What follows belongs to an exercise in optimizing a design on an open flow for small area and a short achievable clock period; a production flow would make more cautious choices.
Where RTL was checked, it was by simulation tests only, not by an equivalence proof against the original.
Only the layout flow was run in run 2; the RTL was not checked for function there.
Power and IR drop assume default switching activity.

==> flow/design.v (outline; a module is shown in full before it is edited, if it fits) <==
// module signed_Mult32_3_Y21_final_4: 6 lines
// module mult32_low: 749 lines
// module mult32_tree: 1221 lines
// module mult32exact: 113 lines
// module ff_mult32appx: 54 lines
module ff_mult32appx(clk, aa, bb, yy1, yy2);
  // ...
==> flow/run.sh <==
#!/bin/bash
# synth_recipe.tcl (not shown) runs the flow's synth.tcl, then flattens the netlist and writes it again
# the make line also repeats each setting of config.mk as NAME=value (left out here)
make -C /OpenROAD-flow-scripts/flow DESIGN_CONFIG=/design/flow/config.mk WORK_HOME=/design/flow/orfs CLKGATE_MAP_FILE= SYNTH_SCRIPT=/design/flow/synth_recipe.tcl finish
==> flow/config.mk <==
export PLATFORM = sky130hd
export DESIGN_NAME = ff_mult32appx
export DESIGN_NICKNAME = ff_mult32appx
export VERILOG_FILES = /design/flow/design.v
export SDC_FILE = /design/flow/constraint.sdc
export NUM_CORES = 4
export LEC_CHECK = 0
export CAP_MARGIN = 20
export CORE_MARGIN = 2
export CORE_UTILIZATION = 50
export SETUP_SLACK_MARGIN = 4.0
export SLEW_MARGIN = 20
export TNS_END_PERCENT = 2
==> flow/constraint.sdc <==
create_clock -name core_clock -period 8.0 [get_ports {clk}]
set_input_delay 1.6000 -clock core_clock [delete_from_list [all_inputs] [get_ports {clk}]]
set_output_delay 1.6000 -clock core_clock [all_outputs]
set_load 0.01 [all_outputs]
==> impl_metrics.py, run 1 <==
metrics = {
    "status": {
        "outcome": "no timing/DRC/antenna violations",
    },
    "logic_synthesis": {
        "syn_avg_cell_area_um2": 8.41,
        "synth_edf_count": 0,
        "synth_fa_ha_area_share_pct": 31.1,
    },
    "power": {
        "p_seq_mw": 3.07,
        "p_sw_share_pct": 47.1,
    },
    "timing": {
        "fin_tns_setup_ps": 0,
        "post-route-min-period_ps": 4450,
    },
    "critical_path": {
        "worst_setup_path_end_kind": "register",
        "reg2reg_to": "bg[13]$_DFF_P_",
        "cp.depth": 14,
        "path_buf_inv": 6,
    },
    "min_path": {
        "min_delay_path_depth": 1,
    },
    "cts": {
        "cts_resized": 353,
        "cts-root-to-sink-buffers": 3,
    },
    "layout": {
        "nonClockInverterCount": 567,
        "buffers": 409,
        "clockBufferCount": 52,
        "seq_share_pct": 14.5,
        "multi_input_cells": 3172,
        "n_antenna_cell": 5,
    },
    "route": {
        "dr_total_vias": 35403,
        "drtIter0Drc": 5037,
    },
    "die": {
        "core_area_um2": 76100,
        "die_h_um": 281,
    },
    "global_route": {
        "antenna_found_initial": 6,
    },
    "placement": {
        "portBuffers": 161,
    },
}
==> module ff_mult32appx, before the edit <==
module ff_mult32appx(clk, aa, bb, yy1, yy2);
  input clk;
  input [31:0] aa;
  input [31:0] bb;
  output [63:0] yy1, yy2;
  wire [33:0] bx = {1'b0, bb, 1'b0};
  wire [16:0] e1_d, e2_d, en_d;
  genvar j;
  generate for (j = 0; j < 16; j = j + 1) begin : g_enc
    wire hi = bx[2*j+2], mi = bx[2*j+1], lo = bx[2*j];
    assign e1_d[j] = mi ^ lo;
    assign e2_d[j] = (hi & ~mi & ~lo) | (~hi & mi & lo);
    assign en_d[j] = hi;
  end endgenerate
  assign e1_d[16] = bb[31];
  assign e2_d[16] = 1'b0;
  assign en_d[16] = 1'b0;
  wire [102:0] cs_d;
  mult32_low u_low (.aa(aa), .e1_d(e1_d[7:0]), .e2_d(e2_d[7:0]), .en_d(en_d), .cs(cs_d));
  reg [31:0] a1;
  reg [16:8] e1, e2, en;
  reg [102:0] cs;
  reg za, zb, b1one;
  always @(posedge clk) begin
    a1 <= aa;
    e1 <= e1_d[16:8];
    e2 <= e2_d[16:8];
    en <= en_d[16:8];
    cs <= cs_d;
    za <= ~|aa;
    zb <= ~|bb;
    b1one <= (bb == 32'd1);
  end
  wire [63:0] s0_d;
  wire [63:0] pp_d;
  wire [15:0] bg_d;
  wire [15:0] bp_d;
  mult32_tree u_tree (.a1(a1), .e1(e1), .e2(e2), .en(en), .cs(cs), .s0(s0_d), .pp(pp_d), .bg(bg_d), .bp(bp_d));
  wire [63:0] y1_d;
  signed_Mult32_3_Y21_final_4 u_appx (.a(a1), .zero(za | zb), .one(b1one), .y(y1_d));
  reg  [63:0] s0;
  reg  [63:0] pp;
  reg  [15:0] bg;
  reg  [15:0] bp;
  reg [63:0] yy1;
  always @(posedge clk) begin
    s0 <= s0_d;
    pp <= pp_d;
    bg <= bg_d;
    bp <= bp_d;
    yy1 <= y1_d;
  end
  mult32exact u_add (.s0(s0), .pp(pp), .bg(bg), .bp(bp), .y(yy2));
endmodule
==> run 2: changes to the inputs <==
--- a/flow/design.v
+++ b/flow/design.v
@@ -748,19 +748,21 @@
   wire s1033 = pp269 ^ s947 ^ c946;
   wire c1034 = (pp269 & s947) | (pp269 & c946) | (s947 & c946);
   wire s1035 = sb238 ^ pp270 ^ c948;
   wire c1036 = (sb238 & pp270) | (sb238 & c948) | (pp270 & c948);
   wire s1037 = 1'b1 ^ pp271;
   wire c1038 = 1'b1 & pp271;
   assign cs = {sb544, sb510, sb476, sb442, sb408, sb374, sb340, sb306, c1038, sb272, c1036, s1037, c1034, s1035, c1032, s1033, c1030, s1031, s1029, c1028, c1026, s1027, c1024, s1025, s1023, c1022, s1021, c1020, s1019, c1018, s1017, c1016, s1015, c1014, s1013, c1012, s1011, c1010, s1009, c1008, s1007, c1006, s1005, c1004, s1003, c1002, s1001, c1000, s999, c998, s997, c996, s995, c994, s993, c992, s991, c990, s989, c988, s987, c986, s985, c984, s983, c982, s981, c980, s979, c978, s977, c976, s975, c974, s973, c972, s971, c970, s969, c968, s967, c966, s965, c964, s963, c962, s961, c960, s959, c958, s957, c956, s955, c954, s953, c952, s951, c950, s949, pp35, pp2, pp1, en_d[0]};
 endmodule
-module mult32_tree(a1, e1, e2, en, cs, s0, pp, bg, bp);
+module mult32_tree(a1, e1, e2, en, a1n, e1n, e2n, enn, cs, s0, pp, bg, bp);
   input [31:0] a1;
   input [16:8] e1, e2, en;
+  input [31:0] a1n;
+  input [16:8] e1n, e2n, enn;
   input [102:0] cs;
   output [63:0] s0;
   output [63:0] pp;
   output [15:0] bg;
   output [15:0] bp;
   wire pp273 = ((e1[8] & a1[0])) ^ en[8];
   wire pp274 = ((e1[8] & a1[1]) | (e2[8] & a1[0])) ^ en[8];
   wire pp275 = ((e1[8] & a1[2]) | (e2[8] & a1[1])) ^ en[8];
@@ -773,32 +775,32 @@
   wire pp282 = ((e1[8] & a1[9]) | (e2[8] & a1[8])) ^ en[8];
   wire pp283 = ((e1[8] & a1[10]) | (e2[8] & a1[9])) ^ en[8];
   wire pp284 = ((e1[8] & a1[11]) | (e2[8] & a1[10])) ^ en[8];
   wire pp285 = ((e1[8] & a1[12]) | (e2[8] & a1[11])) ^ en[8];
   wire pp286 = ((e1[8] & a1[13]) | (e2[8] & a1[12])) ^ en[8];
   wire pp287 = ((e1[8] & a1[14]) | (e2[8] & a1[13])) ^ en[8];
   wire pp288 = ((e1[8] & a1[15]) | (e2[8] & a1[14])) ^ en[8];
   wire pp289 = ((e1[8] & a1[16]) | (e2[8] & a1[15])) ^ en[8];
-  wire pp290 = ((e1[8] & a1[17]) | (e2[8] & a1[16])) ^ en[8];
-  wire pp291 = ((e1[8] & a1[18]) | (e2[8] & a1[17])) ^ en[8];
-  wire pp292 = ((e1[8] & a1[19]) | (e2[8] & a1[18])) ^ en[8];
-  wire pp293 = ((e1[8] & a1[20]) | (e2[8] & a1[19])) ^ en[8];
-  wire pp294 = ((e1[8] & a1[21]) | (e2[8] & a1[20])) ^ en[8];
-  wire pp295 = ((e1[8] & a1[22]) | (e2[8] & a1[21])) ^ en[8];
-  wire pp296 = ((e1[8] & a1[23]) | (e2[8] & a1[22])) ^ en[8];
-  wire pp297 = ((e1[8] & a1[24]) | (e2[8] & a1[23])) ^ en[8];
-  wire pp298 = ((e1[8] & a1[25]) | (e2[8] & a1[24])) ^ en[8];
-  wire pp299 = ((e1[8] & a1[26]) | (e2[8] & a1[25])) ^ en[8];
-  wire pp300 = ((e1[8] & a1[27]) | (e2[8] & a1[26])) ^ en[8];
-  wire pp301 = ((e1[8] & a1[28]) | (e2[8] & a1[27])) ^ en[8];
-  wire pp302 = ((e1[8] & a1[29]) | (e2[8] & a1[28])) ^ en[8];
-  wire pp303 = ((e1[8] & a1[30]) | (e2[8] & a1[29])) ^ en[8];
-  wire pp304 = ((e1[8] & a1[31]) | (e2[8] & a1[30])) ^ en[8];
-  wire pp305 = ((e2[8] & a1[31])) ^ en[8];
+  wire pp290 = ((~e1n[8] & a1[17]) | (~e2n[8] & a1[16])) ^ ~enn[8];
+  wire pp291 = ((~e1n[8] & a1[18]) | (~e2n[8] & a1[17])) ^ ~enn[8];
+  wire pp292 = ((~e1n[8] & a1[19]) | (~e2n[8] & a1[18])) ^ ~enn[8];
+  wire pp293 = ((~e1n[8] & a1[20]) | (~e2n[8] & a1[19])) ^ ~enn[8];
+  wire pp294 = ((~e1n[8] & a1[21]) | (~e2n[8] & a1[20])) ^ ~enn[8];
+  wire pp295 = ((~e1n[8] & a1[22]) | (~e2n[8] & a1[21])) ^ ~enn[8];
+  wire pp296 = ((~e1n[8] & a1[23]) | (~e2n[8] & a1[22])) ^ ~enn[8];
+  wire pp297 = ((~e1n[8] & a1[24]) | (~e2n[8] & a1[23])) ^ ~enn[8];
+  wire pp298 = ((~e1n[8] & a1[25]) | (~e2n[8] & a1[24])) ^ ~enn[8];
+  wire pp299 = ((~e1n[8] & a1[26]) | (~e2n[8] & a1[25])) ^ ~enn[8];
+  wire pp300 = ((~e1n[8] & a1[27]) | (~e2n[8] & a1[26])) ^ ~enn[8];
+  wire pp301 = ((~e1n[8] & a1[28]) | (~e2n[8] & a1[27])) ^ ~enn[8];
+  wire pp302 = ((~e1n[8] & a1[29]) | (~e2n[8] & a1[28])) ^ ~enn[8];
+  wire pp303 = ((~e1n[8] & a1[30]) | (~e2n[8] & a1[29])) ^ ~enn[8];
+  wire pp304 = ((~e1n[8] & a1[31]) | (~e2n[8] & a1[30])) ^ ~enn[8];
+  wire pp305 = ((~e2n[8] & a1[31])) ^ ~enn[8];
   wire pp307 = ((e1[9] & a1[0])) ^ en[9];
   wire pp308 = ((e1[9] & a1[1]) | (e2[9] & a1[0])) ^ en[9];
   wire pp309 = ((e1[9] & a1[2]) | (e2[9] & a1[1])) ^ en[9];
   wire pp310 = ((e1[9] & a1[3]) | (e2[9] & a1[2])) ^ en[9];
   wire pp311 = ((e1[9] & a1[4]) | (e2[9] & a1[3])) ^ en[9];
   wire pp312 = ((e1[9] & a1[5]) | (e2[9] & a1[4])) ^ en[9];
   wire pp313 = ((e1[9] & a1[6]) | (e2[9] & a1[5])) ^ en[9];
   wire pp314 = ((e1[9] & a1[7]) | (e2[9] & a1[6])) ^ en[9];
@@ -806,32 +808,32 @@
   wire pp316 = ((e1[9] & a1[9]) | (e2[9] & a1[8])) ^ en[9];
   wire pp317 = ((e1[9] & a1[10]) | (e2[9] & a1[9])) ^ en[9];
   wire pp318 = ((e1[9] & a1[11]) | (e2[9] & a1[10])) ^ en[9];
   wire pp319 = ((e1[9] & a1[12]) | (e2[9] & a1[11])) ^ en[9];
   wire pp320 = ((e1[9] & a1[13]) | (e2[9] & a1[12])) ^ en[9];
   wire pp321 = ((e1[9] & a1[14]) | (e2[9] & a1[13])) ^ en[9];
   wire pp322 = ((e1[9] & a1[15]) | (e2[9] & a1[14])) ^ en[9];
   wire pp323 = ((e1[9] & a1[16]) | (e2[9] & a1[15])) ^ en[9];
-  wire pp324 = ((e1[9] & a1[17]) | (e2[9] & a1[16])) ^ en[9];
-  wire pp325 = ((e1[9] & a1[18]) | (e2[9] & a1[17])) ^ en[9];
-  wire pp326 = ((e1[9] & a1[19]) | (e2[9] & a1[18])) ^ en[9];
-  wire pp327 = ((e1[9] & a1[20]) | (e2[9] & a1[19])) ^ en[9];
-  wire pp328 = ((e1[9] & a1[21]) | (e2[9] & a1[20])) ^ en[9];
-  wire pp329 = ((e1[9] & a1[22]) | (e2[9] & a1[21])) ^ en[9];
-  wire pp330 = ((e1[9] & a1[23]) | (e2[9] & a1[22])) ^ en[9];
-  wire pp331 = ((e1[9] & a1[24]) | (e2[9] & a1[23])) ^ en[9];
-  wire pp332 = ((e1[9] & a1[25]) | (e2[9] & a1[24])) ^ en[9];
-  wire pp333 = ((e1[9] & a1[26]) | (e2[9] & a1[25])) ^ en[9];
-  wire pp334 = ((e1[9] & a1[27]) | (e2[9] & a1[26])) ^ en[9];
-  wire pp335 = ((e1[9] & a1[28]) | (e2[9] & a1[27])) ^ en[9];
-  wire pp336 = ((e1[9] & a1[29]) | (e2[9] & a1[28])) ^ en[9];
-  wire pp337 = ((e1[9] & a1[30]) | (e2[9] & a1[29])) ^ en[9];
-  wire pp338 = ((e1[9] & a1[31]) | (e2[9] & a1[30])) ^ en[9];
-  wire pp339 = ((e2[9] & a1[31])) ^ en[9];
+  wire pp324 = ((~e1n[9] & a1[17]) | (~e2n[9] & a1[16])) ^ ~enn[9];
+  wire pp325 = ((~e1n[9] & a1[18]) | (~e2n[9] & a1[17])) ^ ~enn[9];
+  wire pp326 = ((~e1n[9] & a1[19]) | (~e2n[9] & a1[18])) ^ ~enn[9];
+  wire pp327 = ((~e1n[9] & a1[20]) | (~e2n[9] & a1[19])) ^ ~enn[9];
+  wire pp328 = ((~e1n[9] & a1[21]) | (~e2n[9] & a1[20])) ^ ~enn[9];
+  wire pp329 = ((~e1n[9] & a1[22]) | (~e2n[9] & a1[21])) ^ ~enn[9];
+  wire pp330 = ((~e1n[9] & a1[23]) | (~e2n[9] & a1[22])) ^ ~enn[9];
+  wire pp331 = ((~e1n[9] & a1[24]) | (~e2n[9] & a1[23])) ^ ~enn[9];
+  wire pp332 = ((~e1n[9] & a1[25]) | (~e2n[9] & a1[24])) ^ ~enn[9];
+  wire pp333 = ((~e1n[9] & a1[26]) | (~e2n[9] & a1[25])) ^ ~enn[9];
+  wire pp334 = ((~e1n[9] & a1[27]) | (~e2n[9] & a1[26])) ^ ~enn[9];
+  wire pp335 = ((~e1n[9] & a1[28]) | (~e2n[9] & a1[27])) ^ ~enn[9];
+  wire pp336 = ((~e1n[9] & a1[29]) | (~e2n[9] & a1[28])) ^ ~enn[9];
+  wire pp337 = ((~e1n[9] & a1[30]) | (~e2n[9] & a1[29])) ^ ~enn[9];
+  wire pp338 = ((~e1n[9] & a1[31]) | (~e2n[9] & a1[30])) ^ ~enn[9];
+  wire pp339 = ((~e2n[9] & a1[31])) ^ ~enn[9];
   wire pp341 = ((e1[10] & a1[0])) ^ en[10];
   wire pp342 = ((e1[10] & a1[1]) | (e2[10] & a1[0])) ^ en[10];
   wire pp343 = ((e1[10] & a1[2]) | (e2[10] & a1[1])) ^ en[10];
   wire pp344 = ((e1[10] & a1[3]) | (e2[10] & a1[2])) ^ en[10];
   wire pp345 = ((e1[10] & a1[4]) | (e2[10] & a1[3])) ^ en[10];
   wire pp346 = ((e1[10] & a1[5]) | (e2[10] & a1[4])) ^ en[10];
   wire pp347 = ((e1[10] & a1[6]) | (e2[10] & a1[5])) ^ en[10];
   wire pp348 = ((e1[10] & a1[7]) | (e2[10] & a1[6])) ^ en[10];
@@ -839,32 +841,32 @@
   wire pp350 = ((e1[10] & a1[9]) | (e2[10] & a1[8])) ^ en[10];
   wire pp351 = ((e1[10] & a1[10]) | (e2[10] & a1[9])) ^ en[10];
   wire pp352 = ((e1[10] & a1[11]) | (e2[10] & a1[10])) ^ en[10];
   wire pp353 = ((e1[10] & a1[12]) | (e2[10] & a1[11])) ^ en[10];
   wire pp354 = ((e1[10] & a1[13]) | (e2[10] & a1[12])) ^ en[10];
   wire pp355 = ((e1[10] & a1[14]) | (e2[10] & a1[13])) ^ en[10];
   wire pp356 = ((e1[10] & a1[15]) | (e2[10] & a1[14])) ^ en[10];
   wire pp357 = ((e1[10] & a1[16]) | (e2[10] & a1[15])) ^ en[10];
-  wire pp358 = ((e1[10] & a1[17]) | (e2[10] & a1[16])) ^ en[10];
-  wire pp359 = ((e1[10] & a1[18]) | (e2[10] & a1[17])) ^ en[10];
-  wire pp360 = ((e1[10] & a1[19]) | (e2[10] & a1[18])) ^ en[10];
-  wire pp361 = ((e1[10] & a1[20]) | (e2[10] & a1[19])) ^ en[10];
-  wire pp362 = ((e1[10] & a1[21]) | (e2[10] & a1[20])) ^ en[10];
-  wire pp363 = ((e1[10] & a1[22]) | (e2[10] & a1[21])) ^ en[10];
-  wire pp364 = ((e1[10] & a1[23]) | (e2[10] & a1[22])) ^ en[10];
-  wire pp365 = ((e1[10] & a1[24]) | (e2[10] & a1[23])) ^ en[10];
-  wire pp366 = ((e1[10] & a1[25]) | (e2[10] & a1[24])) ^ en[10];
-  wire pp367 = ((e1[10] & a1[26]) | (e2[10] & a1[25])) ^ en[10];
-  wire pp368 = ((e1[10] & a1[27]) | (e2[10] & a1[26])) ^ en[10];
-  wire pp369 = ((e1[10] & a1[28]) | (e2[10] & a1[27])) ^ en[10];
-  wire pp370 = ((e1[10] & a1[29]) | (e2[10] & a1[28])) ^ en[10];
-  wire pp371 = ((e1[10] & a1[30]) | (e2[10] & a1[29])) ^ en[10];
-  wire pp372 = ((e1[10] & a1[31]) | (e2[10] & a1[30])) ^ en[10];
-  wire pp373 = ((e2[10] & a1[31])) ^ en[10];
+  wire pp358 = ((~e1n[10] & a1[17]) | (~e2n[10] & a1[16])) ^ ~enn[10];
+  wire pp359 = ((~e1n[10] & a1[18]) | (~e2n[10] & a1[17])) ^ ~enn[10];
+  wire pp360 = ((~e1n[10] & a1[19]) | (~e2n[10] & a1[18])) ^ ~enn[10];
+  wire pp361 = ((~e1n[10] & a1[20]) | (~e2n[10] & a1[19])) ^ ~enn[10];
+  wire pp362 = ((~e1n[10] & a1[21]) | (~e2n[10] & a1[20])) ^ ~enn[10];
+  wire pp363 = ((~e1n[10] & a1[22]) | (~e2n[10] & a1[21])) ^ ~enn[10];
+  wire pp364 = ((~e1n[10] & a1[23]) | (~e2n[10] & a1[22])) ^ ~enn[10];
+  wire pp365 = ((~e1n[10] & a1[24]) | (~e2n[10] & a1[23])) ^ ~enn[10];
+  wire pp366 = ((~e1n[10] & a1[25]) | (~e2n[10] & a1[24])) ^ ~enn[10];
+  wire pp367 = ((~e1n[10] & a1[26]) | (~e2n[10] & a1[25])) ^ ~enn[10];
+  wire pp368 = ((~e1n[10] & a1[27]) | (~e2n[10] & a1[26])) ^ ~enn[10];
+  wire pp369 = ((~e1n[10] & a1[28]) | (~e2n[10] & a1[27])) ^ ~enn[10];
+  wire pp370 = ((~e1n[10] & a1[29]) | (~e2n[10] & a1[28])) ^ ~enn[10];
+  wire pp371 = ((~e1n[10] & a1[30]) | (~e2n[10] & a1[29])) ^ ~enn[10];
+  wire pp372 = ((~e1n[10] & a1[31]) | (~e2n[10] & a1[30])) ^ ~enn[10];
+  wire pp373 = ((~e2n[10] & a1[31])) ^ ~enn[10];
   wire pp375 = ((e1[11] & a1[0])) ^ en[11];
   wire pp376 = ((e1[11] & a1[1]) | (e2[11] & a1[0])) ^ en[11];
   wire pp377 = ((e1[11] & a1[2]) | (e2[11] & a1[1])) ^ en[11];
   wire pp378 = ((e1[11] & a1[3]) | (e2[11] & a1[2])) ^ en[11];
   wire pp379 = ((e1[11] & a1[4]) | (e2[11] & a1[3])) ^ en[11];
   wire pp380 = ((e1[11] & a1[5]) | (e2[11] & a1[4])) ^ en[11];
   wire pp381 = ((e1[11] & a1[6]) | (e2[11] & a1[5])) ^ en[11];
   wire pp382 = ((e1[11] & a1[7]) | (e2[11] & a1[6])) ^ en[11];
@@ -872,196 +874,196 @@
   wire pp384 = ((e1[11] & a1[9]) | (e2[11] & a1[8])) ^ en[11];
   wire pp385 = ((e1[11] & a1[10]) | (e2[11] & a1[9])) ^ en[11];
   wire pp386 = ((e1[11] & a1[11]) | (e2[11] & a1[10])) ^ en[11];
   wire pp387 = ((e1[11] & a1[12]) | (e2[11] & a1[11])) ^ en[11];
   wire pp388 = ((e1[11] & a1[13]) | (e2[11] & a1[12])) ^ en[11];
   wire pp389 = ((e1[11] & a1[14]) | (e2[11] & a1[13])) ^ en[11];
   wire pp390 = ((e1[11] & a1[15]) | (e2[11] & a1[14])) ^ en[11];
   wire pp391 = ((e1[11] & a1[16]) | (e2[11] & a1[15])) ^ en[11];
-  wire pp392 = ((e1[11] & a1[17]) | (e2[11] & a1[16])) ^ en[11];
-  wire pp393 = ((e1[11] & a1[18]) | (e2[11] & a1[17])) ^ en[11];
-  wire pp394 = ((e1[11] & a1[19]) | (e2[11] & a1[18])) ^ en[11];
-  wire pp395 = ((e1[11] & a1[20]) | (e2[11] & a1[19])) ^ en[11];
-  wire pp396 = ((e1[11] & a1[21]) | (e2[11] & a1[20])) ^ en[11];
-  wire pp397 = ((e1[11] & a1[22]) | (e2[11] & a1[21])) ^ en[11];
-  wire pp398 = ((e1[11] & a1[23]) | (e2[11] & a1[22])) ^ en[11];
-  wire pp399 = ((e1[11] & a1[24]) | (e2[11] & a1[23])) ^ en[11];
-  wire pp400 = ((e1[11] & a1[25]) | (e2[11] & a1[24])) ^ en[11];
-  wire pp401 = ((e1[11] & a1[26]) | (e2[11] & a1[25])) ^ en[11];
-  wire pp402 = ((e1[11] & a1[27]) | (e2[11] & a1[26])) ^ en[11];
-  wire pp403 = ((e1[11] & a1[28]) | (e2[11] & a1[27])) ^ en[11];
-  wire pp404 = ((e1[11] & a1[29]) | (e2[11] & a1[28])) ^ en[11];
-  wire pp405 = ((e1[11] & a1[30]) | (e2[11] & a1[29])) ^ en[11];
-  wire pp406 = ((e1[11] & a1[31]) | (e2[11] & a1[30])) ^ en[11];
-  wire pp407 = ((e2[11] & a1[31])) ^ en[11];
-  wire pp409 = ((e1[12] & a1[0])) ^ en[12];
-  wire pp410 = ((e1[12] & a1[1]) | (e2[12] & a1[0])) ^ en[12];
-  wire pp411 = ((e1[12] & a1[2]) | (e2[12] & a1[1])) ^ en[12];
-  wire pp412 = ((e1[12] & a1[3]) | (e2[12] & a1[2])) ^ en[12];
-  wire pp413 = ((e1[12] & a1[4]) | (e2[12] & a1[3])) ^ en[12];
-  wire pp414 = ((e1[12] & a1[5]) | (e2[12] & a1[4])) ^ en[12];
-  wire pp415 = ((e1[12] & a1[6]) | (e2[12] & a1[5])) ^ en[12];
-  wire pp416 = ((e1[12] & a1[7]) | (e2[12] & a1[6])) ^ en[12];
-  wire pp417 = ((e1[12] & a1[8]) | (e2[12] & a1[7])) ^ en[12];
-  wire pp418 = ((e1[12] & a1[9]) | (e2[12] & a1[8])) ^ en[12];
-  wire pp419 = ((e1[12] & a1[10]) | (e2[12] & a1[9])) ^ en[12];
-  wire pp420 = ((e1[12] & a1[11]) | (e2[12] & a1[10])) ^ en[12];
-  wire pp421 = ((e1[12] & a1[12]) | (e2[12] & a1[11])) ^ en[12];
-  wire pp422 = ((e1[12] & a1[13]) | (e2[12] & a1[12])) ^ en[12];
-  wire pp423 = ((e1[12] & a1[14]) | (e2[12] & a1[13])) ^ en[12];
-  wire pp424 = ((e1[12] & a1[15]) | (e2[12] & a1[14])) ^ en[12];
-  wire pp425 = ((e1[12] & a1[16]) | (e2[12] & a1[15])) ^ en[12];
-  wire pp426 = ((e1[12] & a1[17]) | (e2[12] & a1[16])) ^ en[12];
-  wire pp427 = ((e1[12] & a1[18]) | (e2[12] & a1[17])) ^ en[12];
-  wire pp428 = ((e1[12] & a1[19]) | (e2[12] & a1[18])) ^ en[12];
-  wire pp429 = ((e1[12] & a1[20]) | (e2[12] & a1[19])) ^ en[12];
-  wire pp430 = ((e1[12] & a1[21]) | (e2[12] & a1[20])) ^ en[12];
-  wire pp431 = ((e1[12] & a1[22]) | (e2[12] & a1[21])) ^ en[12];
-  wire pp432 = ((e1[12] & a1[23]) | (e2[12] & a1[22])) ^ en[12];
-  wire pp433 = ((e1[12] & a1[24]) | (e2[12] & a1[23])) ^ en[12];
-  wire pp434 = ((e1[12] & a1[25]) | (e2[12] & a1[24])) ^ en[12];
-  wire pp435 = ((e1[12] & a1[26]) | (e2[12] & a1[25])) ^ en[12];
-  wire pp436 = ((e1[12] & a1[27]) | (e2[12] & a1[26])) ^ en[12];
-  wire pp437 = ((e1[12] & a1[28]) | (e2[12] & a1[27])) ^ en[12];
-  wire pp438 = ((e1[12] & a1[29]) | (e2[12] & a1[28])) ^ en[12];
-  wire pp439 = ((e1[12] & a1[30]) | (e2[12] & a1[29])) ^ en[12];
-  wire pp440 = ((e1[12] & a1[31]) | (e2[12] & a1[30])) ^ en[12];
-  wire pp441 = ((e2[12] & a1[31])) ^ en[12];
-  wire pp443 = ((e1[13] & a1[0])) ^ en[13];
-  wire pp444 = ((e1[13] & a1[1]) | (e2[13] & a1[0])) ^ en[13];
-  wire pp445 = ((e1[13] & a1[2]) | (e2[13] & a1[1])) ^ en[13];
-  wire pp446 = ((e1[13] & a1[3]) | (e2[13] & a1[2])) ^ en[13];
-  wire pp447 = ((e1[13] & a1[4]) | (e2[13] & a1[3])) ^ en[13];
-  wire pp448 = ((e1[13] & a1[5]) | (e2[13] & a1[4])) ^ en[13];
-  wire pp449 = ((e1[13] & a1[6]) | (e2[13] & a1[5])) ^ en[13];
-  wire pp450 = ((e1[13] & a1[7]) | (e2[13] & a1[6])) ^ en[13];
-  wire pp451 = ((e1[13] & a1[8]) | (e2[13] & a1[7])) ^ en[13];
-  wire pp452 = ((e1[13] & a1[9]) | (e2[13] & a1[8])) ^ en[13];
-  wire pp453 = ((e1[13] & a1[10]) | (e2[13] & a1[9])) ^ en[13];
-  wire pp454 = ((e1[13] & a1[11]) | (e2[13] & a1[10])) ^ en[13];
-  wire pp455 = ((e1[13] & a1[12]) | (e2[13] & a1[11])) ^ en[13];
-  wire pp456 = ((e1[13] & a1[13]) | (e2[13] & a1[12])) ^ en[13];
-  wire pp457 = ((e1[13] & a1[14]) | (e2[13] & a1[13])) ^ en[13];
-  wire pp458 = ((e1[13] & a1[15]) | (e2[13] & a1[14])) ^ en[13];
-  wire pp459 = ((e1[13] & a1[16]) | (e2[13] & a1[15])) ^ en[13];
-  wire pp460 = ((e1[13] & a1[17]) | (e2[13] & a1[16])) ^ en[13];
-  wire pp461 = ((e1[13] & a1[18]) | (e2[13] & a1[17])) ^ en[13];
-  wire pp462 = ((e1[13] & a1[19]) | (e2[13] & a1[18])) ^ en[13];
-  wire pp463 = ((e1[13] & a1[20]) | (e2[13] & a1[19])) ^ en[13];
-  wire pp464 = ((e1[13] & a1[21]) | (e2[13] & a1[20])) ^ en[13];
-  wire pp465 = ((e1[13] & a1[22]) | (e2[13] & a1[21])) ^ en[13];
-  wire pp466 = ((e1[13] & a1[23]) | (e2[13] & a1[22])) ^ en[13];
-  wire pp467 = ((e1[13] & a1[24]) | (e2[13] & a1[23])) ^ en[13];
-  wire pp468 = ((e1[13] & a1[25]) | (e2[13] & a1[24])) ^ en[13];
-  wire pp469 = ((e1[13] & a1[26]) | (e2[13] & a1[25])) ^ en[13];
-  wire pp470 = ((e1[13] & a1[27]) | (e2[13] & a1[26])) ^ en[13];
-  wire pp471 = ((e1[13] & a1[28]) | (e2[13] & a1[27])) ^ en[13];
-  wire pp472 = ((e1[13] & a1[29]) | (e2[13] & a1[28])) ^ en[13];
-  wire pp473 = ((e1[13] & a1[30]) | (e2[13] & a1[29])) ^ en[13];
-  wire pp474 = ((e1[13] & a1[31]) | (e2[13] & a1[30])) ^ en[13];
-  wire pp475 = ((e2[13] & a1[31])) ^ en[13];
-  wire pp477 = ((e1[14] & a1[0])) ^ en[14];
-  wire pp478 = ((e1[14] & a1[1]) | (e2[14] & a1[0])) ^ en[14];
-  wire pp479 = ((e1[14] & a1[2]) | (e2[14] & a1[1])) ^ en[14];
-  wire pp480 = ((e1[14] & a1[3]) | (e2[14] & a1[2])) ^ en[14];
-  wire pp481 = ((e1[14] & a1[4]) | (e2[14] & a1[3])) ^ en[14];
-  wire pp482 = ((e1[14] & a1[5]) | (e2[14] & a1[4])) ^ en[14];
-  wire pp483 = ((e1[14] & a1[6]) | (e2[14] & a1[5])) ^ en[14];
-  wire pp484 = ((e1[14] & a1[7]) | (e2[14] & a1[6])) ^ en[14];
-  wire pp485 = ((e1[14] & a1[8]) | (e2[14] & a1[7])) ^ en[14];
-  wire pp486 = ((e1[14] & a1[9]) | (e2[14] & a1[8])) ^ en[14];
-  wire pp487 = ((e1[14] & a1[10]) | (e2[14] & a1[9])) ^ en[14];
-  wire pp488 = ((e1[14] & a1[11]) | (e2[14] & a1[10])) ^ en[14];
-  wire pp489 = ((e1[14] & a1[12]) | (e2[14] & a1[11])) ^ en[14];
-  wire pp490 = ((e1[14] & a1[13]) | (e2[14] & a1[12])) ^ en[14];
-  wire pp491 = ((e1[14] & a1[14]) | (e2[14] & a1[13])) ^ en[14];
-  wire pp492 = ((e1[14] & a1[15]) | (e2[14] & a1[14])) ^ en[14];
-  wire pp493 = ((e1[14] & a1[16]) | (e2[14] & a1[15])) ^ en[14];
-  wire pp494 = ((e1[14] & a1[17]) | (e2[14] & a1[16])) ^ en[14];
-  wire pp495 = ((e1[14] & a1[18]) | (e2[14] & a1[17])) ^ en[14];
-  wire pp496 = ((e1[14] & a1[19]) | (e2[14] & a1[18])) ^ en[14];
-  wire pp497 = ((e1[14] & a1[20]) | (e2[14] & a1[19])) ^ en[14];
-  wire pp498 = ((e1[14] & a1[21]) | (e2[14] & a1[20])) ^ en[14];
-  wire pp499 = ((e1[14] & a1[22]) | (e2[14] & a1[21])) ^ en[14];
-  wire pp500 = ((e1[14] & a1[23]) | (e2[14] & a1[22])) ^ en[14];
-  wire pp501 = ((e1[14] & a1[24]) | (e2[14] & a1[23])) ^ en[14];
-  wire pp502 = ((e1[14] & a1[25]) | (e2[14] & a1[24])) ^ en[14];
-  wire pp503 = ((e1[14] & a1[26]) | (e2[14] & a1[25])) ^ en[14];
-  wire pp504 = ((e1[14] & a1[27]) | (e2[14] & a1[26])) ^ en[14];
-  wire pp505 = ((e1[14] & a1[28]) | (e2[14] & a1[27])) ^ en[14];
-  wire pp506 = ((e1[14] & a1[29]) | (e2[14] & a1[28])) ^ en[14];
-  wire pp507 = ((e1[14] & a1[30]) | (e2[14] & a1[29])) ^ en[14];
-  wire pp508 = ((e1[14] & a1[31]) | (e2[14] & a1[30])) ^ en[14];
-  wire pp509 = ((e2[14] & a1[31])) ^ en[14];
-  wire pp511 = ((e1[15] & a1[0])) ^ en[15];
-  wire pp512 = ((e1[15] & a1[1]) | (e2[15] & a1[0])) ^ en[15];
-  wire pp513 = ((e1[15] & a1[2]) | (e2[15] & a1[1])) ^ en[15];
-  wire pp514 = ((e1[15] & a1[3]) | (e2[15] & a1[2])) ^ en[15];
-  wire pp515 = ((e1[15] & a1[4]) | (e2[15] & a1[3])) ^ en[15];
-  wire pp516 = ((e1[15] & a1[5]) | (e2[15] & a1[4])) ^ en[15];
-  wire pp517 = ((e1[15] & a1[6]) | (e2[15] & a1[5])) ^ en[15];
-  wire pp518 = ((e1[15] & a1[7]) | (e2[15] & a1[6])) ^ en[15];
-  wire pp519 = ((e1[15] & a1[8]) | (e2[15] & a1[7])) ^ en[15];
-  wire pp520 = ((e1[15] & a1[9]) | (e2[15] & a1[8])) ^ en[15];
-  wire pp521 = ((e1[15] & a1[10]) | (e2[15] & a1[9])) ^ en[15];
-  wire pp522 = ((e1[15] & a1[11]) | (e2[15] & a1[10])) ^ en[15];
-  wire pp523 = ((e1[15] & a1[12]) | (e2[15] & a1[11])) ^ en[15];
-  wire pp524 = ((e1[15] & a1[13]) | (e2[15] & a1[12])) ^ en[15];
-  wire pp525 = ((e1[15] & a1[14]) | (e2[15] & a1[13])) ^ en[15];
-  wire pp526 = ((e1[15] & a1[15]) | (e2[15] & a1[14])) ^ en[15];
-  wire pp527 = ((e1[15] & a1[16]) | (e2[15] & a1[15])) ^ en[15];
-  wire pp528 = ((e1[15] & a1[17]) | (e2[15] & a1[16])) ^ en[15];
-  wire pp529 = ((e1[15] & a1[18]) | (e2[15] & a1[17])) ^ en[15];
-  wire pp530 = ((e1[15] & a1[19]) | (e2[15] & a1[18])) ^ en[15];
-  wire pp531 = ((e1[15] & a1[20]) | (e2[15] & a1[19])) ^ en[15];
-  wire pp532 = ((e1[15] & a1[21]) | (e2[15] & a1[20])) ^ en[15];
-  wire pp533 = ((e1[15] & a1[22]) | (e2[15] & a1[21])) ^ en[15];
-  wire pp534 = ((e1[15] & a1[23]) | (e2[15] & a1[22])) ^ en[15];
-  wire pp535 = ((e1[15] & a1[24]) | (e2[15] & a1[23])) ^ en[15];
-  wire pp536 = ((e1[15] & a1[25]) | (e2[15] & a1[24])) ^ en[15];
-  wire pp537 = ((e1[15] & a1[26]) | (e2[15] & a1[25])) ^ en[15];
-  wire pp538 = ((e1[15] & a1[27]) | (e2[15] & a1[26])) ^ en[15];
-  wire pp539 = ((e1[15] & a1[28]) | (e2[15] & a1[27])) ^ en[15];
-  wire pp540 = ((e1[15] & a1[29]) | (e2[15] & a1[28])) ^ en[15];
-  wire pp541 = ((e1[15] & a1[30]) | (e2[15] & a1[29])) ^ en[15];
-  wire pp542 = ((e1[15] & a1[31]) | (e2[15] & a1[30])) ^ en[15];
-  wire pp543 = ((e2[15] & a1[31])) ^ en[15];
-  wire pp545 = a1[0] & e1[16];
-  wire pp546 = a1[1] & e1[16];
-  wire pp547 = a1[2] & e1[16];
-  wire pp548 = a1[3] & e1[16];
-  wire pp549 = a1[4] & e1[16];
-  wire pp550 = a1[5] & e1[16];
-  wire pp551 = a1[6] & e1[16];
-  wire pp552 = a1[7] & e1[16];
-  wire pp553 = a1[8] & e1[16];
-  wire pp554 = a1[9] & e1[16];
-  wire pp555 = a1[10] & e1[16];
-  wire pp556 = a1[11] & e1[16];
-  wire pp557 = a1[12] & e1[16];
-  wire pp558 = a1[13] & e1[16];
-  wire pp559 = a1[14] & e1[16];
-  wire pp560 = a1[15] & e1[16];
-  wire pp561 = a1[16] & e1[16];
-  wire pp562 = a1[17] & e1[16];
-  wire pp563 = a1[18] & e1[16];
-  wire pp564 = a1[19] & e1[16];
-  wire pp565 = a1[20] & e1[16];
-  wire pp566 = a1[21] & e1[16];
-  wire pp567 = a1[22] & e1[16];
-  wire pp568 = a1[23] & e1[16];
-  wire pp569 = a1[24] & e1[16];
-  wire pp570 = a1[25] & e1[16];
-  wire pp571 = a1[26] & e1[16];
-  wire pp572 = a1[27] & e1[16];
-  wire pp573 = a1[28] & e1[16];
-  wire pp574 = a1[29] & e1[16];
-  wire pp575 = a1[30] & e1[16];
-  wire pp576 = a1[31] & e1[16];
+  wire pp392 = ((~e1n[11] & a1[17]) | (~e2n[11] & a1[16])) ^ ~enn[11];
+  wire pp393 = ((~e1n[11] & a1[18]) | (~e2n[11] & a1[17])) ^ ~enn[11];
+  wire pp394 = ((~e1n[11] & a1[19]) | (~e2n[11] & a1[18])) ^ ~enn[11];
+  wire pp395 = ((~e1n[11] & a1[20]) | (~e2n[11] & a1[19])) ^ ~enn[11];
+  wire pp396 = ((~e1n[11] & a1[21]) | (~e2n[11] & a1[20])) ^ ~enn[11];
+  wire pp397 = ((~e1n[11] & a1[22]) | (~e2n[11] & a1[21])) ^ ~enn[11];
+  wire pp398 = ((~e1n[11] & a1[23]) | (~e2n[11] & a1[22])) ^ ~enn[11];
+  wire pp399 = ((~e1n[11] & a1[24]) | (~e2n[11] & a1[23])) ^ ~enn[11];
+  wire pp400 = ((~e1n[11] & a1[25]) | (~e2n[11] & a1[24])) ^ ~enn[11];
+  wire pp401 = ((~e1n[11] & a1[26]) | (~e2n[11] & a1[25])) ^ ~enn[11];
+  wire pp402 = ((~e1n[11] & a1[27]) | (~e2n[11] & a1[26])) ^ ~enn[11];
+  wire pp403 = ((~e1n[11] & a1[28]) | (~e2n[11] & a1[27])) ^ ~enn[11];
+  wire pp404 = ((~e1n[11] & a1[29]) | (~e2n[11] & a1[28])) ^ ~enn[11];
+  wire pp405 = ((~e1n[11] & a1[30]) | (~e2n[11] & a1[29])) ^ ~enn[11];
+  wire pp406 = ((~e1n[11] & a1[31]) | (~e2n[11] & a1[30])) ^ ~enn[11];
+  wire pp407 = ((~e2n[11] & a1[31])) ^ ~enn[11];
+  wire pp409 = ((e1[12] & ~a1n[0])) ^ en[12];
+  wire pp410 = ((e1[12] & ~a1n[1]) | (e2[12] & ~a1n[0])) ^ en[12];
+  wire pp411 = ((e1[12] & ~a1n[2]) | (e2[12] & ~a1n[1])) ^ en[12];
+  wire pp412 = ((e1[12] & ~a1n[3]) | (e2[12] & ~a1n[2])) ^ en[12];
+  wire pp413 = ((e1[12] & ~a1n[4]) | (e2[12] & ~a1n[3])) ^ en[12];
+  wire pp414 = ((e1[12] & ~a1n[5]) | (e2[12] & ~a1n[4])) ^ en[12];
+  wire pp415 = ((e1[12] & ~a1n[6]) | (e2[12] & ~a1n[5])) ^ en[12];
+  wire pp416 = ((e1[12] & ~a1n[7]) | (e2[12] & ~a1n[6])) ^ en[12];
+  wire pp417 = ((e1[12] & ~a1n[8]) | (e2[12] & ~a1n[7])) ^ en[12];
+  wire pp418 = ((e1[12] & ~a1n[9]) | (e2[12] & ~a1n[8])) ^ en[12];
+  wire pp419 = ((e1[12] & ~a1n[10]) | (e2[12] & ~a1n[9])) ^ en[12];
+  wire pp420 = ((e1[12] & ~a1n[11]) | (e2[12] & ~a1n[10])) ^ en[12];
+  wire pp421 = ((e1[12] & ~a1n[12]) | (e2[12] & ~a1n[11])) ^ en[12];
+  wire pp422 = ((e1[12] & ~a1n[13]) | (e2[12] & ~a1n[12])) ^ en[12];
+  wire pp423 = ((e1[12] & ~a1n[14]) | (e2[12] & ~a1n[13])) ^ en[12];
+  wire pp424 = ((e1[12] & ~a1n[15]) | (e2[12] & ~a1n[14])) ^ en[12];
+  wire pp425 = ((e1[12] & ~a1n[16]) | (e2[12] & ~a1n[15])) ^ en[12];
+  wire pp426 = ((~e1n[12] & ~a1n[17]) | (~e2n[12] & ~a1n[16])) ^ ~enn[12];
+  wire pp427 = ((~e1n[12] & ~a1n[18]) | (~e2n[12] & ~a1n[17])) ^ ~enn[12];
+  wire pp428 = ((~e1n[12] & ~a1n[19]) | (~e2n[12] & ~a1n[18])) ^ ~enn[12];
+  wire pp429 = ((~e1n[12] & ~a1n[20]) | (~e2n[12] & ~a1n[19])) ^ ~enn[12];
+  wire pp430 = ((~e1n[12] & ~a1n[21]) | (~e2n[12] & ~a1n[20])) ^ ~enn[12];
+  wire pp431 = ((~e1n[12] & ~a1n[22]) | (~e2n[12] & ~a1n[21])) ^ ~enn[12];
+  wire pp432 = ((~e1n[12] & ~a1n[23]) | (~e2n[12] & ~a1n[22])) ^ ~enn[12];
+  wire pp433 = ((~e1n[12] & ~a1n[24]) | (~e2n[12] & ~a1n[23])) ^ ~enn[12];
+  wire pp434 = ((~e1n[12] & ~a1n[25]) | (~e2n[12] & ~a1n[24])) ^ ~enn[12];
+  wire pp435 = ((~e1n[12] & ~a1n[26]) | (~e2n[12] & ~a1n[25])) ^ ~enn[12];
+  wire pp436 = ((~e1n[12] & ~a1n[27]) | (~e2n[12] & ~a1n[26])) ^ ~enn[12];
+  wire pp437 = ((~e1n[12] & ~a1n[28]) | (~e2n[12] & ~a1n[27])) ^ ~enn[12];
+  wire pp438 = ((~e1n[12] & ~a1n[29]) | (~e2n[12] & ~a1n[28])) ^ ~enn[12];
+  wire pp439 = ((~e1n[12] & ~a1n[30]) | (~e2n[12] & ~a1n[29])) ^ ~enn[12];
+  wire pp440 = ((~e1n[12] & ~a1n[31]) | (~e2n[12] & ~a1n[30])) ^ ~enn[12];
+  wire pp441 = ((~e2n[12] & ~a1n[31])) ^ ~enn[12];
+  wire pp443 = ((e1[13] & ~a1n[0])) ^ en[13];
+  wire pp444 = ((e1[13] & ~a1n[1]) | (e2[13] & ~a1n[0])) ^ en[13];
+  wire pp445 = ((e1[13] & ~a1n[2]) | (e2[13] & ~a1n[1])) ^ en[13];
+  wire pp446 = ((e1[13] & ~a1n[3]) | (e2[13] & ~a1n[2])) ^ en[13];
+  wire pp447 = ((e1[13] & ~a1n[4]) | (e2[13] & ~a1n[3])) ^ en[13];
+  wire pp448 = ((e1[13] & ~a1n[5]) | (e2[13] & ~a1n[4])) ^ en[13];
+  wire pp449 = ((e1[13] & ~a1n[6]) | (e2[13] & ~a1n[5])) ^ en[13];
+  wire pp450 = ((e1[13] & ~a1n[7]) | (e2[13] & ~a1n[6])) ^ en[13];
+  wire pp451 = ((e1[13] & ~a1n[8]) | (e2[13] & ~a1n[7])) ^ en[13];
+  wire pp452 = ((e1[13] & ~a1n[9]) | (e2[13] & ~a1n[8])) ^ en[13];
+  wire pp453 = ((e1[13] & ~a1n[10]) | (e2[13] & ~a1n[9])) ^ en[13];
+  wire pp454 = ((e1[13] & ~a1n[11]) | (e2[13] & ~a1n[10])) ^ en[13];
+  wire pp455 = ((e1[13] & ~a1n[12]) | (e2[13] & ~a1n[11])) ^ en[13];
+  wire pp456 = ((e1[13] & ~a1n[13]) | (e2[13] & ~a1n[12])) ^ en[13];
+  wire pp457 = ((e1[13] & ~a1n[14]) | (e2[13] & ~a1n[13])) ^ en[13];
+  wire pp458 = ((e1[13] & ~a1n[15]) | (e2[13] & ~a1n[14])) ^ en[13];
+  wire pp459 = ((e1[13] & ~a1n[16]) | (e2[13] & ~a1n[15])) ^ en[13];
+  wire pp460 = ((~e1n[13] & ~a1n[17]) | (~e2n[13] & ~a1n[16])) ^ ~enn[13];
+  wire pp461 = ((~e1n[13] & ~a1n[18]) | (~e2n[13] & ~a1n[17])) ^ ~enn[13];
+  wire pp462 = ((~e1n[13] & ~a1n[19]) | (~e2n[13] & ~a1n[18])) ^ ~enn[13];
+  wire pp463 = ((~e1n[13] & ~a1n[20]) | (~e2n[13] & ~a1n[19])) ^ ~enn[13];
+  wire pp464 = ((~e1n[13] & ~a1n[21]) | (~e2n[13] & ~a1n[20])) ^ ~enn[13];
+  wire pp465 = ((~e1n[13] & ~a1n[22]) | (~e2n[13] & ~a1n[21])) ^ ~enn[13];
+  wire pp466 = ((~e1n[13] & ~a1n[23]) | (~e2n[13] & ~a1n[22])) ^ ~enn[13];
+  wire pp467 = ((~e1n[13] & ~a1n[24]) | (~e2n[13] & ~a1n[23])) ^ ~enn[13];
+  wire pp468 = ((~e1n[13] & ~a1n[25]) | (~e2n[13] & ~a1n[24])) ^ ~enn[13];
+  wire pp469 = ((~e1n[13] & ~a1n[26]) | (~e2n[13] & ~a1n[25])) ^ ~enn[13];
+  wire pp470 = ((~e1n[13] & ~a1n[27]) | (~e2n[13] & ~a1n[26])) ^ ~enn[13];
+  wire pp471 = ((~e1n[13] & ~a1n[28]) | (~e2n[13] & ~a1n[27])) ^ ~enn[13];
+  wire pp472 = ((~e1n[13] & ~a1n[29]) | (~e2n[13] & ~a1n[28])) ^ ~enn[13];
+  wire pp473 = ((~e1n[13] & ~a1n[30]) | (~e2n[13] & ~a1n[29])) ^ ~enn[13];
+  wire pp474 = ((~e1n[13] & ~a1n[31]) | (~e2n[13] & ~a1n[30])) ^ ~enn[13];
+  wire pp475 = ((~e2n[13] & ~a1n[31])) ^ ~enn[13];
+  wire pp477 = ((e1[14] & ~a1n[0])) ^ en[14];
+  wire pp478 = ((e1[14] & ~a1n[1]) | (e2[14] & ~a1n[0])) ^ en[14];
+  wire pp479 = ((e1[14] & ~a1n[2]) | (e2[14] & ~a1n[1])) ^ en[14];
+  wire pp480 = ((e1[14] & ~a1n[3]) | (e2[14] & ~a1n[2])) ^ en[14];
+  wire pp481 = ((e1[14] & ~a1n[4]) | (e2[14] & ~a1n[3])) ^ en[14];
+  wire pp482 = ((e1[14] & ~a1n[5]) | (e2[14] & ~a1n[4])) ^ en[14];
+  wire pp483 = ((e1[14] & ~a1n[6]) | (e2[14] & ~a1n[5])) ^ en[14];
+  wire pp484 = ((e1[14] & ~a1n[7]) | (e2[14] & ~a1n[6])) ^ en[14];
+  wire pp485 = ((e1[14] & ~a1n[8]) | (e2[14] & ~a1n[7])) ^ en[14];
+  wire pp486 = ((e1[14] & ~a1n[9]) | (e2[14] & ~a1n[8])) ^ en[14];
+  wire pp487 = ((e1[14] & ~a1n[10]) | (e2[14] & ~a1n[9])) ^ en[14];
+  wire pp488 = ((e1[14] & ~a1n[11]) | (e2[14] & ~a1n[10])) ^ en[14];
+  wire pp489 = ((e1[14] & ~a1n[12]) | (e2[14] & ~a1n[11])) ^ en[14];
+  wire pp490 = ((e1[14] & ~a1n[13]) | (e2[14] & ~a1n[12])) ^ en[14];
+  wire pp491 = ((e1[14] & ~a1n[14]) | (e2[14] & ~a1n[13])) ^ en[14];
+  wire pp492 = ((e1[14] & ~a1n[15]) | (e2[14] & ~a1n[14])) ^ en[14];
+  wire pp493 = ((e1[14] & ~a1n[16]) | (e2[14] & ~a1n[15])) ^ en[14];
+  wire pp494 = ((~e1n[14] & ~a1n[17]) | (~e2n[14] & ~a1n[16])) ^ ~enn[14];
+  wire pp495 = ((~e1n[14] & ~a1n[18]) | (~e2n[14] & ~a1n[17])) ^ ~enn[14];
+  wire pp496 = ((~e1n[14] & ~a1n[19]) | (~e2n[14] & ~a1n[18])) ^ ~enn[14];
+  wire pp497 = ((~e1n[14] & ~a1n[20]) | (~e2n[14] & ~a1n[19])) ^ ~enn[14];
+  wire pp498 = ((~e1n[14] & ~a1n[21]) | (~e2n[14] & ~a1n[20])) ^ ~enn[14];
+  wire pp499 = ((~e1n[14] & ~a1n[22]) | (~e2n[14] & ~a1n[21])) ^ ~enn[14];
+  wire pp500 = ((~e1n[14] & ~a1n[23]) | (~e2n[14] & ~a1n[22])) ^ ~enn[14];
+  wire pp501 = ((~e1n[14] & ~a1n[24]) | (~e2n[14] & ~a1n[23])) ^ ~enn[14];
+  wire pp502 = ((~e1n[14] & ~a1n[25]) | (~e2n[14] & ~a1n[24])) ^ ~enn[14];
+  wire pp503 = ((~e1n[14] & ~a1n[26]) | (~e2n[14] & ~a1n[25])) ^ ~enn[14];
+  wire pp504 = ((~e1n[14] & ~a1n[27]) | (~e2n[14] & ~a1n[26])) ^ ~enn[14];
+  wire pp505 = ((~e1n[14] & ~a1n[28]) | (~e2n[14] & ~a1n[27])) ^ ~enn[14];
+  wire pp506 = ((~e1n[14] & ~a1n[29]) | (~e2n[14] & ~a1n[28])) ^ ~enn[14];
+  wire pp507 = ((~e1n[14] & ~a1n[30]) | (~e2n[14] & ~a1n[29])) ^ ~enn[14];
+  wire pp508 = ((~e1n[14] & ~a1n[31]) | (~e2n[14] & ~a1n[30])) ^ ~enn[14];
+  wire pp509 = ((~e2n[14] & ~a1n[31])) ^ ~enn[14];
+  wire pp511 = ((e1[15] & ~a1n[0])) ^ en[15];
+  wire pp512 = ((e1[15] & ~a1n[1]) | (e2[15] & ~a1n[0])) ^ en[15];
+  wire pp513 = ((e1[15] & ~a1n[2]) | (e2[15] & ~a1n[1])) ^ en[15];
+  wire pp514 = ((e1[15] & ~a1n[3]) | (e2[15] & ~a1n[2])) ^ en[15];
+  wire pp515 = ((e1[15] & ~a1n[4]) | (e2[15] & ~a1n[3])) ^ en[15];
+  wire pp516 = ((e1[15] & ~a1n[5]) | (e2[15] & ~a1n[4])) ^ en[15];
+  wire pp517 = ((e1[15] & ~a1n[6]) | (e2[15] & ~a1n[5])) ^ en[15];
+  wire pp518 = ((e1[15] & ~a1n[7]) | (e2[15] & ~a1n[6])) ^ en[15];
+  wire pp519 = ((e1[15] & ~a1n[8]) | (e2[15] & ~a1n[7])) ^ en[15];
+  wire pp520 = ((e1[15] & ~a1n[9]) | (e2[15] & ~a1n[8])) ^ en[15];
+  wire pp521 = ((e1[15] & ~a1n[10]) | (e2[15] & ~a1n[9])) ^ en[15];
+  wire pp522 = ((e1[15] & ~a1n[11]) | (e2[15] & ~a1n[10])) ^ en[15];
+  wire pp523 = ((e1[15] & ~a1n[12]) | (e2[15] & ~a1n[11])) ^ en[15];
+  wire pp524 = ((e1[15] & ~a1n[13]) | (e2[15] & ~a1n[12])) ^ en[15];
+  wire pp525 = ((e1[15] & ~a1n[14]) | (e2[15] & ~a1n[13])) ^ en[15];
+  wire pp526 = ((e1[15] & ~a1n[15]) | (e2[15] & ~a1n[14])) ^ en[15];
+  wire pp527 = ((e1[15] & ~a1n[16]) | (e2[15] & ~a1n[15])) ^ en[15];
+  wire pp528 = ((~e1n[15] & ~a1n[17]) | (~e2n[15] & ~a1n[16])) ^ ~enn[15];
+  wire pp529 = ((~e1n[15] & ~a1n[18]) | (~e2n[15] & ~a1n[17])) ^ ~enn[15];
+  wire pp530 = ((~e1n[15] & ~a1n[19]) | (~e2n[15] & ~a1n[18])) ^ ~enn[15];
+  wire pp531 = ((~e1n[15] & ~a1n[20]) | (~e2n[15] & ~a1n[19])) ^ ~enn[15];
+  wire pp532 = ((~e1n[15] & ~a1n[21]) | (~e2n[15] & ~a1n[20])) ^ ~enn[15];
+  wire pp533 = ((~e1n[15] & ~a1n[22]) | (~e2n[15] & ~a1n[21])) ^ ~enn[15];
+  wire pp534 = ((~e1n[15] & ~a1n[23]) | (~e2n[15] & ~a1n[22])) ^ ~enn[15];
+  wire pp535 = ((~e1n[15] & ~a1n[24]) | (~e2n[15] & ~a1n[23])) ^ ~enn[15];
+  wire pp536 = ((~e1n[15] & ~a1n[25]) | (~e2n[15] & ~a1n[24])) ^ ~enn[15];
+  wire pp537 = ((~e1n[15] & ~a1n[26]) | (~e2n[15] & ~a1n[25])) ^ ~enn[15];
+  wire pp538 = ((~e1n[15] & ~a1n[27]) | (~e2n[15] & ~a1n[26])) ^ ~enn[15];
+  wire pp539 = ((~e1n[15] & ~a1n[28]) | (~e2n[15] & ~a1n[27])) ^ ~enn[15];
+  wire pp540 = ((~e1n[15] & ~a1n[29]) | (~e2n[15] & ~a1n[28])) ^ ~enn[15];
+  wire pp541 = ((~e1n[15] & ~a1n[30]) | (~e2n[15] & ~a1n[29])) ^ ~enn[15];
+  wire pp542 = ((~e1n[15] & ~a1n[31]) | (~e2n[15] & ~a1n[30])) ^ ~enn[15];
+  wire pp543 = ((~e2n[15] & ~a1n[31])) ^ ~enn[15];
+  wire pp545 = ~a1n[0] & e1[16];
+  wire pp546 = ~a1n[1] & e1[16];
+  wire pp547 = ~a1n[2] & e1[16];
+  wire pp548 = ~a1n[3] & e1[16];
+  wire pp549 = ~a1n[4] & e1[16];
+  wire pp550 = ~a1n[5] & e1[16];
+  wire pp551 = ~a1n[6] & e1[16];
+  wire pp552 = ~a1n[7] & e1[16];
+  wire pp553 = ~a1n[8] & e1[16];
+  wire pp554 = ~a1n[9] & e1[16];
+  wire pp555 = ~a1n[10] & e1[16];
+  wire pp556 = ~a1n[11] & e1[16];
+  wire pp557 = ~a1n[12] & e1[16];
+  wire pp558 = ~a1n[13] & e1[16];
+  wire pp559 = ~a1n[14] & e1[16];
+  wire pp560 = ~a1n[15] & e1[16];
+  wire pp561 = ~a1n[16] & e1[16];
+  wire pp562 = ~a1n[17] & ~e1n[16];
+  wire pp563 = ~a1n[18] & ~e1n[16];
+  wire pp564 = ~a1n[19] & ~e1n[16];
+  wire pp565 = ~a1n[20] & ~e1n[16];
+  wire pp566 = ~a1n[21] & ~e1n[16];
+  wire pp567 = ~a1n[22] & ~e1n[16];
+  wire pp568 = ~a1n[23] & ~e1n[16];
+  wire pp569 = ~a1n[24] & ~e1n[16];
+  wire pp570 = ~a1n[25] & ~e1n[16];
+  wire pp571 = ~a1n[26] & ~e1n[16];
+  wire pp572 = ~a1n[27] & ~e1n[16];
+  wire pp573 = ~a1n[28] & ~e1n[16];
+  wire pp574 = ~a1n[29] & ~e1n[16];
+  wire pp575 = ~a1n[30] & ~e1n[16];
+  wire pp576 = ~a1n[31] & ~e1n[16];
   wire s1039 = cs[59] ^ cs[60];
   wire c1040 = cs[59] & cs[60];
   wire s1041 = cs[61] ^ cs[62] ^ pp288;
   wire c1042 = (cs[61] & cs[62]) | (cs[61] & pp288) | (cs[62] & pp288);
   wire s1043 = cs[63] ^ cs[64] ^ pp289;
   wire c1044 = (cs[63] & cs[64]) | (cs[63] & pp289) | (cs[64] & pp289);
   wire s1045 = pp321 ^ pp353;
   wire c1046 = pp321 & pp353;
@@ -2103,33 +2105,39 @@
   end endgenerate
   assign e1_d[16] = bb[31];
   assign e2_d[16] = 1'b0;
   assign en_d[16] = 1'b0;
   wire [102:0] cs_d;
   mult32_low u_low (.aa(aa), .e1_d(e1_d[7:0]), .e2_d(e2_d[7:0]), .en_d(en_d), .cs(cs_d));
   reg [31:0] a1;
   reg [16:8] e1, e2, en;
+  reg [31:0] a1n;
+  reg [16:8] e1n, e2n, enn;
   reg [102:0] cs;
   reg za, zb, b1one;
   always @(posedge clk) begin
     a1 <= aa;
     e1 <= e1_d[16:8];
     e2 <= e2_d[16:8];
     en <= en_d[16:8];
+    a1n <= ~aa;
+    e1n <= ~e1_d[16:8];
+    e2n <= ~e2_d[16:8];
+    enn <= ~en_d[16:8];
     cs <= cs_d;
     za <= ~|aa;
     zb <= ~|bb;
     b1one <= (bb == 32'd1);
   end
   wire [63:0] s0_d;
   wire [63:0] pp_d;
   wire [15:0] bg_d;
   wire [15:0] bp_d;
-  mult32_tree u_tree (.a1(a1), .e1(e1), .e2(e2), .en(en), .cs(cs), .s0(s0_d), .pp(pp_d), .bg(bg_d), .bp(bp_d));
+  mult32_tree u_tree (.a1(a1), .e1(e1), .e2(e2), .en(en), .a1n(a1n), .e1n(e1n), .e2n(e2n), .enn(enn), .cs(cs), .s0(s0_d), .pp(pp_d), .bg(bg_d), .bp(bp_d));
   wire [63:0] y1_d;
   signed_Mult32_3_Y21_final_4 u_appx (.a(a1), .zero(za | zb), .one(b1one), .y(y1_d));
   reg  [63:0] s0;
   reg  [63:0] pp;
   reg  [15:0] bg;
   reg  [15:0] bp;
   reg [63:0] yy1;
   always @(posedge clk) begin
==> flow/config.mk (replaced) <==
export PLATFORM = sky130hd
export DESIGN_NAME = ff_mult32appx
export DESIGN_NICKNAME = ff_mult32appx
export VERILOG_FILES = /design/flow/design.v
export SDC_FILE = /design/flow/constraint.sdc
export NUM_CORES = 4
export LEC_CHECK = 0
export CAP_MARGIN = 20
export CORE_MARGIN = 2
export CORE_UTILIZATION = 40
export SETUP_SLACK_MARGIN = 4.0
export SLEW_MARGIN = 20
==> run 2 against run 1 <==
Maximum frequency increased by 2.1%. Cell count increased by 12%. Global-route usage decreased by 2.1 points. Die area increased by 27%. Clock-buffer cell count decreased by 3. Highest routed layer is now met5. Combinational power increased by 16%. Sequential power increased by 8.1%. Largest cell class unchanged. Register-to-register slack improved by 30 ps. Clock power increased by 5%. First-iteration DRC count increased by 31%. Non-clock buffer count increased by 240. Largest power group unchanged.
==> impl_metrics.py, run 2 <==
metrics = {
    "placement": {
        "pre_cts_ws_ps": 2250,
        "place_hpwl_mm": 98.3,
        "portBuffers": 161,
        "gp_congestion": 0.908,
    },
    "route": {
        "drcViolationCount": 0,
        "detail_route.wl_per_cell_um": 28.1,
        "routed_wl_mm": 175,
        "drtPass1Iterations": 14,
        "viasPerCell": 6.41,
        "dr_total_vias": 39953,
        "antenna_left": 0,
        "drtIter0Drc": 6579,
    },
    "cts": {
        "cts_tree": "built",
        "h-tree-depth": 2,
        "clkTransAtPathRegs_ps": 60,
        "cts-root-to-sink-buffers": 3,
        "cts-buffers-inserted": 40,
        "worstSkewPairLatency_ps": 620,
        "cts.sinks": 366,
        "cts-root-buf": "clkbuf_16",
    },
    "timing": {
        "hold_slack_ps": 459,
        "setup_slack_ps": 3640,
        "fin_tns_setup_ps": 0,
        "setup_viol": 0,
        "post-route-min-period_ps": 4360,
        "finalClockSkew_ps": 36.7,
        "slew_headroom_pct": 43.6,
        "hold_viol_final": 0,
        "worst_pin_slew_ps": 845,
        "drv_slew": 0,
        "max_freq_mhz": 229,
        "grt_setup_unrepaired": "yes",
        "period_share_pct": 54.6,
    },
    "logic_synthesis": {
        "synth-main-ff-cell": "dfxtp_1",
        "syn_area_um2": 39300,
        "async_reset_ff_share_pct": 0,
        "yosys_register_bits": 366,
        "syn_avg_cell_area_um2": 8.30,
        "ys_warn_count": 1,
        "synth_cell_types": 63,
        "synth_edf_count": 0,
        "ys_seq_area_share_pct": 18.6,
        "synth_area_leader_cell": "fa_1",
        "synth_area_leaders": "fa_1 (25%), dfxtp_1 (19%), a21oi_1 (7.3%), o22ai_1 (6.3%), inv_1 (5.9%)",
        "syn_inst": 4741,
        "synthTopCellsByCount": "inv_1 (623), a21oi_1 (572), fa_1 (484), clkbuf_1 (403), o22ai_1 (396)",
        "yosysMostFrequentCell": "inv_1",
        "synth.top_cell.area_share_pct": 24.6,
    },
    "critical_path": {
        "crit_type": "register to register",
        "critPathLaunchType": "register",
        "reg2reg_depth": 15,
        "cp.depth": 15,
        "worst_setup_path_end_kind": "register",
        "worstPathArrival_ps": 4850,
        "crit_slowest_cell": "fa_1",
        "cp_top_family": "adder cells",
        "critPathRequiredTime_ps": 8480,
        "crit_chain": "clkinvlp_4 -> buf_4 -> o22ai_2 -> xnor2_1 -> fa_1 -> inv_1 -> fa_1 -> fa_2 -> fa_2 -> fa_1 -> inv_2 -> ha_4 -> fa_2 -> a21o_1 -> a21o_1",
        "critPathMaxFanout": 7,
        "slowest_delay_ps": 500,
        "path_buf_inv": 4,
    },
    "die": {
        "initial_core_util_pct": 40.1,
        "die_h_um": 318,
        "core_area_um2": 98000,
        "die_w_um": 318,
        "boundaryPins": 193,
        "die_area_um2": 101000,
        "num_rows": 115,
    },
    "layout": {
        "layout_commonest_cell": "inv_1",
        "drive_gt1_share_pct": 30.8,
        "utilization_pct": 54.4,
        "regMostFlops": "cs",
        "reg_top3": "cs x102, s0 x64, yy1 x33",
        "syn_to_final_growth_pct": 35.6,
        "fin_nets": 5593,
        "largest_register_ff_count": 102,
        "mostFrequentLayoutCells": "inv_1 (493), a21oi_1 (477), fa_1 (341)",
    },
    "power": {
        "p_leak_nw": 22.0,
        "p_sw_share_pct": 45.3,
        "internal-power_mw": 13.8,
        "seqPwrFrac_pct": 13.2,
        "vdd_ir_drop_max_mv": 0.718,
        "power_mw": 25.2,
        "p_switching_mw": 11.4,
        "power_frac_comb_pct": 78.8,
        "powerDensity_nw_per_um2": 472,
        "clkPwrFrac_pct": 8.0,
    },
    "global_route": {
        "grt_pass1_wl_mm": 246,
        "grt_max_degree": 89,
        "grt_pass1_vias": 37128,
        "grt_overflow_total": 0,
        "grt_usage_pct": 32.0,
        "antenna_found_initial": 8,
    },
    "min_path": {
        "min_delay_path_depth": 1,
        "holdCritPathClass": "register to register",
    },
    "flow_run": {
        "cap_violations": 0,
    },
    "status": {
        "outcome": "no timing/DRC/antenna violations",
    },
}
-- run 2: changes by cell type after synthesis, sizes merged, moves of 37 or more --
cell    before  now
clkbuf     349  403
a21oi      494  574
xor2       195  158
o22ai      211  396
buf        205  149
a22oi      296   89
dfxtp      318  366
inv        559  626
nor2b       78   16
nor2       178  288
maj3        70    1
-- run 2: layer usage --
| metal | vias to the layer above | GRT usage (%) | wire length [um] |
|---|---|---|---|
| met5 | - | 0 | 107 |
| met1 | 19161 | 42.2 | 63700 |
| met2 | 3436 | 46.8 | 71400 |
| met3 | 1018 | 10.8 | 27200 |
| li1 | 16330 | - | - |
| met4 | 8 | 15.9 | 12800 |
-- run 2: worst register-to-register path, delay by kind of cell, from the launching register on --
| family | cells | cell delay (ps) |
|---|---|---|
| fa+ha+maj | 7 | 2720 |
| buf+inv | 4 | 510 |
| compound gates | 3 | 510 |
| flops | 1 | 350 |
| xor+xnor | 1 | 160 |
-- run 2: final timing paths --
path / to / slack (ps) / from
worst min-delay path: s0[0]$_DFF_P_ / 460 / cs[1]$_DFF_P_
worst min register to register: s0[0]$_DFF_P_ / 460 / cs[1]$_DFF_P_
worst max-delay path: bg[11]$_DFF_P_ / 3640 / a1[21]$_DFF_P_
worst max register to register: bg[11]$_DFF_P_ / 3640 / a1[21]$_DFF_P_
-- run 2: kinds of logic (layout without fill, tap and decap cells) --
kind of cell / after synthesis / count (layout) / share of synthesized area [%]
xor+xnor: 389 / 389 / 8.66
simple gates: 680 / 686 / 7.68
flops: 366 / 366 / 18.6
other cells: 1 / 32 / 0.00953
compound gates: 1514 / 1514 / 24.7
fa+ha+maj: 610 / 610 / 28.6
buf+inv: 1181 / 1352 / 11.7
-- run 2: final cells by class --
| cell class | instances | area (um^2) |
|---|---|---|
| Inverter | 629 | 2610 |
| Fill cell | 8239 | 44700 |
| Clock inverter | 22 | 282 |
| Sequential cell | 366 | 7530 |
| Timing Repair Buffer | 649 | 8870 |
| Multi-Input combinational cell | 3230 | 31300 |
| Tap cell | 1287 | 1610 |
| Antenna cell | 1 | 2.50 |
| Clock buffer | 49 | 1120 |
| Timing Repair inverter | 3 | 25.0 |
-- run 2: power groups by stage --
| stage | registers [mW] | clock network, mW | logic [mW] |
|---|---|---|---|
| final | 3.32 | 2.01 | 19.8 |
| after global routing | 3.37 | 2.09 | 22.2 |
| after CTS | 3.28 | 2.02 | 18.0 |
| after detailed placement | 3.29 | 0 | 16.3 |
| after global placement | 3.28 | 0 | 16.0 |
| after floorplan | 3.05 | 0 | 12.0 |
-- run 2: what timing repair did --
| action | 4_1_cts | 5_1_grt |
|---|---|---|
| gates cloned | 71 | 23 |
| hold buffers | 0 | 0 |
| endpoints found under the setup margin | 181 | 136 |
| resized for setup | 1106 | 563 |
| pin swaps | 193 | 252 |
| setup buffers | 242 | 85 |
-- run 2: stage by stage --
step,cell area (um^2),cells
floorplan,40800,4771
global placement,41500,5743
detailed placement,41500,5743
CTS,50000,6127
global route,53300,6236
finish,53300,6236

==> what the ideal ports hide <==
No port has a modelled driver above. Below, the same layouts with a new extraction and two added sets of constraints.
Step 1 sets driving cells, clkbuf_16 on the clock port and buf_2 on the other inputs (assumed; they add their load-dependent delay and slew).
Step 2 also shifts input and output timing later by t, the mid clock arrival at the registers, as if the neighbouring blocks saw the same clock.
Three values: ideal, step 1, step 2; two values: the first two.
| run | t, ns | slack for setup (ns) | hold WS [ns] | pins driven straight from the clock port |
|---|---|---|---|---|
| run 1 | 0.657 | 3.546 / 3.538 / 2.895 | 0.459 / 0.459 / 0.459 | 1 |
| run 2 | 0.671 | 3.635 / 3.635 / 2.982 | 0.459 / 0.459 / 0.459 | 1 |
After both steps setup and hold are still met in every run listed. The setup slack of run 2, which loses most, moves by 0.000 ns with the drivers and by -0.653 ns with both steps.
